This design comes from an exercise in tuning for small area on the open sky130 flow, not from production work.
Function was checked by simulation only, so behaviour that the tests miss may differ from the original.
No driver is modelled on the clock port, so clocking that relies on it looks cheaper here than on a real chip.
No activity file was given, so power comes from the tool's default toggle rates.

Setup of run 1:
==> flow/design.v <==
module two_port_ram #(
    parameter ADDR_WIDTH = 6,
    parameter DATA_WIDTH = 30,
    parameter RAM_DEPTH  = 1 << ADDR_WIDTH
)(
    input                   clk,
    input                   i_we,
    input  [ADDR_WIDTH-1:0] i_waddr,
    input  [DATA_WIDTH-1:0] i_din,
    input                   i_re,
    input  [ADDR_WIDTH-1:0] i_raddr,
    output [DATA_WIDTH-1:0] o_dout
);
    reg [DATA_WIDTH-1:0] r_mem [0:RAM_DEPTH-1];
    reg [DATA_WIDTH-1:0] r_tmp_data;
    assign o_dout = r_tmp_data;
    always @(posedge clk) begin
        if (i_we)
            r_mem[i_waddr] <= i_din;
    end
    always @(posedge clk) begin
        if (i_re)
            r_tmp_data <= r_mem[i_raddr];
    end
endmodule
module line_buf_ctrl #(
    parameter HTOT = 80,
    parameter HACT = 64
)(
    input             clk,
    input             rstn,
    input             i_vsync,
    input             i_hsync,
    input             i_de,
    input       [9:0] i_r_data,
    input       [9:0] i_g_data,
    input       [9:0] i_b_data,
    output wire       o_vsync,
    output wire       o_hsync,
    output wire       o_de,
    output wire [9:0] o_r_data,
    output wire [9:0] o_g_data,
    output wire [9:0] o_b_data
);
    localparam DELAY_CYCLES = 2 * HTOT;
    localparam CNT_WIDTH    = $clog2(DELAY_CYCLES + 1);
    localparam W            = 33;
    wire [W-1:0] din = {i_vsync, i_hsync, i_de, i_r_data, i_g_data, i_b_data};
    wire [W-1:0] dout;
    genvar b;
    generate
        for (b = 0; b < W; b = b + 1) begin : g_lane
            reg [DELAY_CYCLES-1:0] sr;
            always @(posedge clk)
                sr <= {sr[DELAY_CYCLES-2:0], din[b]};
            assign dout[b] = sr[DELAY_CYCLES-1];
        end
    endgenerate
    reg  [CNT_WIDTH-1:0] cnt;
    wire                 valid = (cnt == DELAY_CYCLES);
    always @(posedge clk or negedge rstn) begin
        if (!rstn)
            cnt <= {CNT_WIDTH{1'b0}};
        else if (!valid)
            cnt <= cnt + 1'b1;
    end
    assign o_vsync  = dout[32] & valid;
    assign o_hsync  = dout[31] & valid;
    assign o_de     = dout[30] & valid;
    assign o_r_data = dout[29:20];
    assign o_g_data = dout[19:10];
    assign o_b_data = dout[9:0];
endmodule
module line_buf_ctrl_top #(
    parameter HTOT = 80,   
    parameter HACT = 64    
)(
    input             clk,
    input             rstn,
    input             i_vsync,
    input             i_hsync,
    input             i_de,
    input       [9:0] i_r_data,
    input       [9:0] i_g_data,
    input       [9:0] i_b_data,
    output wire       o_vsync,
    output wire       o_hsync,
    output wire       o_de,
    output wire [9:0] o_r_data,
    output wire [9:0] o_g_data,
    output wire [9:0] o_b_data
);
    line_buf_ctrl #(
        .HTOT(HTOT),
        .HACT(HACT)
    ) u_line_buf_ctrl (
        .clk     (clk),
        .rstn    (rstn),
        .i_vsync (i_vsync),
        .i_hsync (i_hsync),
        .i_de    (i_de),
        .i_r_data(i_r_data),
        .i_g_data(i_g_data),
        .i_b_data(i_b_data),
        .o_vsync (o_vsync),
        .o_hsync (o_hsync),
        .o_de    (o_de),
        .o_r_data(o_r_data),
        .o_g_data(o_g_data),
        .o_b_data(o_b_data)
    );
endmodule
==> flow/config.mk <==
export PLATFORM = sky130hd
export DESIGN_NAME = line_buf_ctrl_top
export DESIGN_NICKNAME = line_buf_ctrl_top
export VERILOG_FILES = /design/flow/design.v
export SDC_FILE = /design/flow/constraint.sdc
export NUM_CORES = 4
export LEC_CHECK = 0
export CAP_MARGIN = 20
export CORE_MARGIN = 2
export CORE_UTILIZATION = 65
export CTS_BUF_LIST = sky130_fd_sc_hd__clkbuf_16
export CTS_CLUSTER_DIAMETER = 60
export CTS_CLUSTER_SIZE = 38
export PLACE_DENSITY = 0.75
export SLEW_MARGIN = 20
==> flow/constraint.sdc <==
create_clock -name core_clock -period 10.0 [get_ports {clk}]
set_input_delay 2.0000 -clock core_clock [delete_from_list [all_inputs] [get_ports {clk}]]
set_output_delay 2.0000 -clock core_clock [all_outputs]
set_load 0.01 [all_outputs]
standard.sh (not shown) runs the stock make flow with config.mk's settings and CLKGATE_MAP_FILE= SYNTH_SCRIPT=/design/flow/synth_recipe.tcl, a recipe that flattens the netlist after the stock synthesis.
==> flow/flow/run.sh <==
#!/bin/bash
# The standard layout (the standard.sh: unchanged synthesis, floorplan, power grid,
# placement, CTS and routing) with two changes:
#  - the port buffers are the smallest buffer cell instead of the resizer's default pick;
#  - CTS inserts no dummy loads (the same CTS arguments as config.mk's settings otherwise).
# Make's full output goes to flow_make.log; each ORFS step keeps its own log under orfs/logs/.
set -euo pipefail
bash standard.sh finish \
  "BUFFER_PORTS_ARGS=-buffer_cell sky130_fd_sc_hd__buf_1" \
  "CTS_ARGS=-sink_clustering_enable -repair_clock_nets -dont_use_dummy_load -sink_clustering_size 38 -sink_clustering_max_diameter 60 -buf_list sky130_fd_sc_hd__clkbuf_16" \
  > flow_make.log 2>&1
Run 1 went all the way through the flow, and no timing, DRC or antenna check failed.
Edits applied to the flow inputs when going from run 1 to run 2:
==> flow/run.sh (new file) <==
#!/bin/bash
# synth_recipe.tcl (not shown) runs the flow's synth.tcl, then flattens the netlist and writes it again
# the make line also repeats each setting of config.mk as NAME=value (left out here)
make -C /OpenROAD-flow-scripts/flow DESIGN_CONFIG=/design/flow/config.mk WORK_HOME=/design/flow/orfs CLKGATE_MAP_FILE= SYNTH_SCRIPT=/design/flow/synth_recipe.tcl finish
diff --git a/flow/config.mk b/flow/config.mk
--- a/flow/config.mk
+++ b/flow/config.mk
@@ -10,5 +10 @@
-export CORE_UTILIZATION = 65
-export CTS_BUF_LIST = sky130_fd_sc_hd__clkbuf_16
-export CTS_CLUSTER_DIAMETER = 60
-export CTS_CLUSTER_SIZE = 38
-export PLACE_DENSITY = 0.75
+export CORE_UTILIZATION = 70
removed: flow/flow/run.sh
removed: flow/standard.sh
Findings:
The highest-delay cell along the critical path comes out sky130_fd_sc_hd__clkdlybuf4s50_1 in one run and sky130_fd_sc_hd__dfrtp_1 in the other, namely in run 2 and run 1 respectively.
Summary of the comparison: aggregate routed wire length is higher in run 2, relative to run 1.
Run 2 ended with less maximum frequency than run 1.
Diff run 1 -> run 2 | overall power | up by more than a quarter
Smallest hold slack delta (run 2 − run 1): favourable
Across both runs, critical path depth was higher for run 2 than for run 1.
Changes in run 3 relative to run 2:
==> flow/flow/run.sh (new file) <==
#!/bin/bash
# The standard layout (the standard.sh: unchanged synthesis, floorplan, power grid,
# placement, CTS and routing) with three changes:
#  - the port buffers are the smallest buffer cell instead of the resizer's default pick;
#  - CTS inserts no dummy loads (the same CTS arguments as config.mk's settings otherwise);
#  - after CTS, flow/post_cts.tcl upsizes any clock buffer whose flip-flop clock pins see
#    too high a slew.
# Make's full output goes to flow_make.log; each ORFS step keeps its own log under orfs/logs/.
set -euo pipefail
bash standard.sh finish \
  "BUFFER_PORTS_ARGS=-buffer_cell sky130_fd_sc_hd__buf_1" \
  "CTS_ARGS=-sink_clustering_enable -repair_clock_nets -dont_use_dummy_load -sink_clustering_size 20 -sink_clustering_max_diameter 50 -buf_list sky130_fd_sc_hd__clkbuf_8" \
  "POST_CTS_TCL=$PWD/flow/post_cts.tcl" \
  > flow_make.log 2>&1
==> flow/flow/post_cts.tcl (new file) <==
set target_ps 127.0
set ladder {sky130_fd_sc_hd__clkbuf_4 sky130_fd_sc_hd__clkbuf_8 sky130_fd_sc_hd__clkbuf_16}

proc load_slew_ps {inst} {
  set worst 0.0
  set opin [get_pins -of_objects $inst -filter "direction==output"]
  foreach p [get_pins -of_objects [get_nets -of_objects $opin] -filter "direction==input"] {
    foreach a {slew_max_rise slew_max_fall} {
      set s [expr {[sta::time_ui_sta [get_property $p $a]] * 1e12}]
      if {$s > $worst} { set worst $s }
    }
  }
  return $worst
}

for {set pass 0} {$pass < 12} {incr pass} {
  estimate_parasitics -placement
  set changed 0
  foreach inst [get_cells *] {
    set m [get_property $inst ref_name]
    set i [lsearch $ladder $m]
    if {$i < 0 || $i == [llength $ladder] - 1} continue
    set s [load_slew_ps $inst]
    if {$s > $target_ps} {
      set n [lindex $ladder [expr {$i + 1}]]
      puts "post_cts: [get_property $inst full_name] $m -> $n (load slew [format %.1f $s] ps)"
      replace_cell $inst $n
      incr changed
    }
  }
  puts "post_cts: pass $pass upsized $changed clock buffers"
  if {$changed == 0} break
  # Legalize before measuring again: moving a buffer changes its wires.
  detailed_placement
}

check_placement -verbose
estimate_parasitics -placement
==> flow/standard.sh (new file) <==
#!/bin/bash
# synth_recipe.tcl (not shown) runs the flow's synth.tcl, then flattens the netlist and writes it again
# the make line also repeats each setting of config.mk as NAME=value (left out here)
make -C /OpenROAD-flow-scripts/flow DESIGN_CONFIG=/design/flow/config.mk WORK_HOME=/design/flow/orfs CLKGATE_MAP_FILE= SYNTH_SCRIPT=/design/flow/synth_recipe.tcl "${@:-finish}"
diff --git a/flow/config.mk b/flow/config.mk
--- a/flow/config.mk
+++ b/flow/config.mk
@@ -10 +10,5 @@
-export CORE_UTILIZATION = 70
+export CORE_UTILIZATION = 65
+export CTS_BUF_LIST = sky130_fd_sc_hd__clkbuf_8
+export CTS_CLUSTER_DIAMETER = 50
+export CTS_CLUSTER_SIZE = 20
+export PLACE_DENSITY = 0.75
removed: flow/run.sh
### Flow results
- Against run 2, total net switching power in run 3 fell by more than 10%.
- Re sequential group share of total power: run 3 and run 2 aren't equal, and the lower value belongs to run 2.
- Setup slack: run 3 higher than run 2

what the ideal ports hide:
Ports are ideal in the flow. The routed layouts listed here were re-timed in OpenROAD.
Step 1, drivers: a clkbuf_16 drives clk and a buf_2 each remaining input, both assumed.
Step 2 also shifts input and output timing later by t, the mid clock arrival at the registers, as if the neighbouring blocks saw the same clock.
Three values: ideal, step 1, step 2; two values: the first two.
run | t (ns) | setup WS [ns] | hold WS [ns] | latest minus earliest clock arrival (ns) | worst slew at a driven data input, ns
run 1 | 0.846 | 5.919 / 5.848 / 6.694 | 0.287 / 0.287 / 0.287 | 0.079 / 0.080 | 0.03
run 2 | 0.968 | 5.443 / 5.367 / 6.334 | 0.303 / 0.303 / 0.303 | 0.045 / 0.045 | 0.05
run 3 | 0.896 | 5.868 / 5.795 / 6.691 | 0.288 / 0.288 / 0.288 | 0.075 / 0.074 | 0.03
After both steps setup and hold are still met in every run listed.
